This design comes from an exercise in tuning for small area on the open sky130 flow, not from production work.
Power figures rest on the tool's default switching activity, not on a simulated workload.

## wip/indigo
==> flow/design.v (excerpt) <==
module usb_tx
(
	input logic clk,
	input logic n_rst,
	input logic [7:0] tx_packet_data,
	input logic [6:0] tx_packet_data_size,
	input logic [1:0] tx_packet,
	output logic tx_status,
	output logic get_tx_packet_data,
	output logic dplus_out,
	output logic dminus_out
);
localparam logic [3:0] S_IDLE  = 4'd0,  S_START = 4'd1, S_SYNC  = 4'd2, S_LPID = 4'd3,
                       S_DPID  = 4'd4,  S_LDATA = 4'd5, S_SEND  = 4'd6, S_CRC0 = 4'd7,
                       S_WAIT  = 4'd8,  S_DELAY = 4'd9, S_EOP   = 4'd10;
logic [3:0] st, st_n;
logic [5:0] ph;         
logic       pre;        
logic [6:0] saved;      
logic [6:0] rem;        
logic       f512;
logic [2:0] bs;         
logic [7:0] pts;
logic [15:0] crc;
logic [1:0] es;         
logic       dp, dm;
wire f8       = ~pre & (ph[2:0] == 3'd1);
wire f64      = ~pre & (ph == 6'd2);
wire stuffing = bs[2] & bs[1];
wire ser      = pts[0];
wire in_start = (st == S_START);
wire in_dpid  = (st == S_DPID);
wire in_send  = (st == S_SEND);
wire clr      = in_start | (in_dpid & f64);
always_comb begin
	st_n = st;
	case (st)
		S_IDLE:  if (tx_packet != 2'b00) st_n = S_START;
		S_START: st_n = S_SYNC;
		S_SYNC:  if (f64) st_n = S_LPID;
		S_LPID:  st_n = (tx_packet == 2'b01) ? S_DPID : S_WAIT;
		S_DPID:  if (f64) st_n = S_LDATA;
		S_LDATA: st_n = f512 ? S_CRC0 : S_SEND;
		S_SEND:  if (f64) st_n = S_LDATA;
		S_CRC0:  if (f64) st_n = S_WAIT;
		S_WAIT:  if (f64) st_n = S_DELAY;
		S_DELAY: if (f8 | f64) st_n = S_EOP;
		S_EOP:   st_n = S_IDLE;
		default: st_n = 'x;
	endcase
	if (stuffing) st_n = st;
end
logic       load;
logic [7:0] dout;
always_comb begin
	load = 1'b0;
	dout = 'x;
	case (st)
		S_START: begin load = 1'b1; dout = 8'b10000000; end
		S_LPID:  begin load = 1'b1;
			if (tx_packet == 2'b01) dout = 8'b00111100;
  ...
Size: roughly 57 flip-flops, roughly 3300 um2 of cells after synthesis.
clock: 5.0 ns
lec_check: 0
abc_area: 1
cap_margin: 20
core_margin: 2
core_utilization: 70
cts_buf_list: sky130_fd_sc_hd__clkbuf_2 sky130_fd_sc_hd__clkbuf_4
cts_cluster_size: 30
place_density: 0.85
slew_margin: 20
run.sh (not shown) runs the stock make flow with config.mk's settings and CLKGATE_MAP_FILE= SYNTH_SCRIPT=/design/flow/synth_recipe.tcl, a recipe that flattens the netlist after the stock synthesis.
Having completed the whole flow, wip/indigo delivered a layout that passed the timing, DRC and antenna checks.
The inputs of wip/juniper differ from those of wip/indigo as listed below.
- CTS_CLUSTER_SIZE: 30 -> unset
- CTS_BUF_LIST: sky130_fd_sc_hd__clkbuf_2 sky130_fd_sc_hd__clkbuf_4 -> unset
- ABC_AREA: 1 -> unset
==> flow/flow/run.sh (new file) <==
#!/bin/bash
# Own flow: the standard layout (standard.sh) with
#  - synthesis through flow/my_synth.tcl (area-oriented ABC mapping),
#  - the smallest buffer on every input and output port,
#  - a small clock tree (small buffers, no dummy loads).
# Each tool's full output goes to the ORFS logs under orfs/logs; make's output to standard.log.
set -e
F=$(pwd)/flow
export MY_ABC_SCRIPT=$F/area.abc
bash standard.sh \
  SYNTH_SCRIPT=$F/my_synth.tcl \
  "BUFFER_PORTS_ARGS=-buffer_cell sky130_fd_sc_hd__buf_1" \
  "CTS_ARGS=-sink_clustering_enable -repair_clock_nets -dont_use_dummy_load -sink_clustering_size 40 -sink_clustering_max_diameter 150 -buf_list sky130_fd_sc_hd__clkbuf_4 -root_buf sky130_fd_sc_hd__clkbuf_4" \
  finish > standard.log 2>&1
mkdir -p logs
cp -r orfs/logs/* logs/ 2>/dev/null || true
==> flow/flow/area.abc (new file) <==
strash
&get -n
&deepsyn -T 60
&put
dch -f
amap
strash
&get -n
&deepsyn -T 30
&put
dch -f
amap
==> flow/flow/my_synth.tcl (new file) <==
# The standard flow's synthesis script (synth_recipe.tcl) with one change: the technology
# mapping step runs an area-oriented ABC script (flow/area.abc) instead of
# ORFS's, so only the combinational logic differs; registers are untouched.
proc synth {args} { yosys synth -nofsm -noshare {*}$args }
proc abc {args} {
  set new {}
  set skip 0
  foreach a $args {
    if { $skip } { set skip 0; continue }
    if { $a eq "-script" } { set skip 1; continue }
    lappend new $a
  }
  yosys abc -script $::env(MY_ABC_SCRIPT) {*}$new
}
source $::env(SCRIPTS_DIR)/synth.tcl
# left out here: clear keep_hierarchy, flatten, clean up, hide names made inside functions, write 1_2_yosys.v
==> flow/standard.sh (new file) <==
#!/bin/bash
# synth_recipe.tcl (not shown) runs the flow's synth.tcl, then flattens the netlist and writes it again
# the make line also repeats each setting of config.mk as NAME=value (left out here)
make -C /OpenROAD-flow-scripts/flow DESIGN_CONFIG=/design/flow/config.mk WORK_HOME=/design/flow/orfs CLKGATE_MAP_FILE= SYNTH_SCRIPT=/design/flow/synth_recipe.tcl "${@:-finish}"
removed: flow/run.sh
### Flow results
- Diff wip/indigo -> wip/juniper: wire length of the first global-routing pass saw a decrease; global routing usage on met1 saw a decrease.
- Re combinational cell fraction of total power: wip/juniper is 32 points down on wip/indigo.
- | routed wire length | higher: wip/indigo |
- On met3 track demand over resource: between wip/juniper and wip/indigo, it ends up lower for wip/indigo.
- Summary: with wip/indigo as the reference, total die area in wip/juniper moved down by more than 10%.
- Higher largest net degree at the start of global routing among wip/juniper and wip/indigo: wip/juniper
- On wip/juniper: area after synthesis is 13% lower than what wip/indigo gave.
- Synthesized cell count: wip/juniper vs wip/indigo down about 24%
- In wip/juniper, the portion of netlist area occupied by mux cells came out 0.64 points below the value in wip/indigo.
- Against wip/indigo, wip/juniper comes in 1.6 points lower on post-synthesis xor/xnor area fraction.
What wip/willow does differently from wip/juniper at the input level:
- PLACE_DENSITY: 0.85 -> 0.6
- CORE_UTILIZATION: 70 -> 40
- ABC_AREA: unset -> 1
==> flow/run.sh (new file) <==
#!/bin/bash
# synth_recipe.tcl (not shown) runs the flow's synth.tcl, then flattens the netlist and writes it again
# the make line also repeats each setting of config.mk as NAME=value (left out here)
make -C /OpenROAD-flow-scripts/flow DESIGN_CONFIG=/design/flow/config.mk WORK_HOME=/design/flow/orfs CLKGATE_MAP_FILE= SYNTH_SCRIPT=/design/flow/synth_recipe.tcl finish
removed: flow/flow/run.sh
removed: flow/flow/area.abc
removed: flow/flow/my_synth.tcl
removed: flow/standard.sh
Findings:
- The lower worst setup slack after layout of wip/willow and wip/juniper is in wip/juniper.
- Taking wip/juniper as the reference point, the shortest clock period the worst path allows after layout of wip/willow falls by 610 ps.
- Between wip/juniper and wip/willow, area growth from synthesis to final layout increased.
- | total power draw | wip/willow vs wip/juniper | 150% higher |
- The cell class ranked first by area comes out sequential cells in one run and multi-input combinational cells in the other, namely in wip/juniper and wip/willow respectively.
- Wire length of the first global-routing pass of wip/willow exceeds that of wip/juniper by more than 10%.
- combinational cells as the group drawing the most power was reported by wip/willow, and registers by wip/juniper.
- Register-to-register slack (wip/willow over wip/juniper): increase, 820 ps
## Diff of input files: wip/amber against wip/willow
- PLACE_DENSITY changed from 0.6 to 0.85
- CTS_BUF_LIST newly set to sky130_fd_sc_hd__clkbuf_2 sky130_fd_sc_hd__clkbuf_4
- CORE_UTILIZATION changed from 40 to 70
- CTS_CLUSTER_SIZE newly set to 30
==> flow/flow/run.sh (new file) <==
#!/bin/bash
# Own flow: the standard layout, with every tool's output kept in a log here.
set -e
cp standard.sh synth_recipe.tcl config.mk flow/ 2>/dev/null || true
bash standard.sh > standard.log 2>&1
==> flow/flow/synth_recipe.tcl (new file) <==
proc synth {args} { yosys synth -nofsm -noshare {*}$args }
source $::env(SCRIPTS_DIR)/synth.tcl
# left out here: clear keep_hierarchy, flatten, clean up, hide names made inside functions, write 1_2_yosys.v
==> flow/flow/config.mk (new file) <==
export PLATFORM = sky130hd
export DESIGN_NAME = usb_tx
export DESIGN_NICKNAME = bench
export VERILOG_FILES = /design/flow/design.v
export SDC_FILE = /design/flow/constraint.sdc
export NUM_CORES = 4
export LEC_CHECK = 0
export ABC_AREA = 1
export CAP_MARGIN = 20
export CORE_MARGIN = 2
export CORE_UTILIZATION = 70
export CTS_BUF_LIST = sky130_fd_sc_hd__clkbuf_2 sky130_fd_sc_hd__clkbuf_4
export CTS_CLUSTER_SIZE = 30
export PLACE_DENSITY = 0.85
export SLEW_MARGIN = 20
==> flow/flow/standard.sh (new file) <==
#!/bin/bash
# The standard flow's own layout of this design, on the ORFS make targets given (by default finish). After
# finish it leaves the final layout's DEF at /design/flow/out/final.def.
set -euo pipefail
make -C /OpenROAD-flow-scripts/flow DESIGN_CONFIG=/design/flow/config.mk WORK_HOME=/design/flow/orfs CLKGATE_MAP_FILE= SYNTH_SCRIPT=/design/flow/synth_recipe.tcl ABC_AREA=1 CAP_MARGIN=20 CORE_MARGIN=2 CORE_UTILIZATION=70 'CTS_BUF_LIST=sky130_fd_sc_hd__clkbuf_2 sky130_fd_sc_hd__clkbuf_4' CTS_CLUSTER_SIZE=30 PLACE_DENSITY=0.85 SLEW_MARGIN=20 "${@:-finish}"
if [[ -f /design/flow/orfs/results/sky130hd/usb_tx/base/6_final.odb ]]; then
  : # left out here: write the final layout as DEF
fi
==> flow/standard.sh (new file) <==
#!/bin/bash
# synth_recipe.tcl (not shown) runs the flow's synth.tcl, then flattens the netlist and writes it again
# the make line also repeats each setting of config.mk as NAME=value (left out here)
make -C /OpenROAD-flow-scripts/flow DESIGN_CONFIG=/design/flow/config.mk WORK_HOME=/design/flow/orfs CLKGATE_MAP_FILE= SYNTH_SCRIPT=/design/flow/synth_recipe.tcl "${@:-finish}"
removed: flow/run.sh
[summary]
wip/amber against wip/willow: share of the cycle needed by the critical path after routing has decreased; worst-margin pin slew rose 21 ps; total design power shows a reduction of 0.11 mW. wip/amber and wip/willow ended up with nearly the same setup slack of the most critical reg-to-reg path. Post-route minimum period, wip/amber and wip/willow: lower on wip/amber. Non-filler instance count after layout for wip/amber is lower than for wip/willow.
Function was not checked in any run of this note: the RTL went through the layout flow alone.

-- static timing again, ports no longer ideal --
No port has a modelled driver above. Below, the same layouts with a new extraction and two added sets of constraints.
Step 1 sets driving cells, clkbuf_16 on the clock port and buf_2 on the other inputs (assumed; they add their load-dependent delay and slew).
Step 2 adds t to the input delays and takes it off the output delays; t is the mean of the earliest and latest rising clock arrival at the registers after step 1. Input paths then give back, and output paths get back, about the clock's delay inside the block.
Three values: ideal, step 1, step 2; two values: the first two.
| run | shift t [ns] | setup WS [ns] | worst hold slack (ns) | latest minus earliest clock arrival (ns) | pins driven straight from the clock port |
|---|---|---|---|---|---|
| wip/indigo | 0.429 | 1.733 / 1.710 / 2.140 | 0.477 / 0.477 / 0.477 | 0.014 / 0.015 | 1 |
| wip/juniper | 0.413 | 1.070 / 1.045 / 1.458 | 0.474 / 0.474 / 0.474 | 0.027 / 0.026 | 1 |
| wip/willow | 0.365 | 1.679 / 1.650 / 2.016 | 0.471 / 0.471 / 0.471 | 0.009 / 0.009 | 1 |
| wip/amber | 0.429 | 1.733 / 1.710 / 2.140 | 0.477 / 0.477 / 0.477 | 0.014 / 0.015 | 1 |
After both steps every run listed still meets setup and hold.
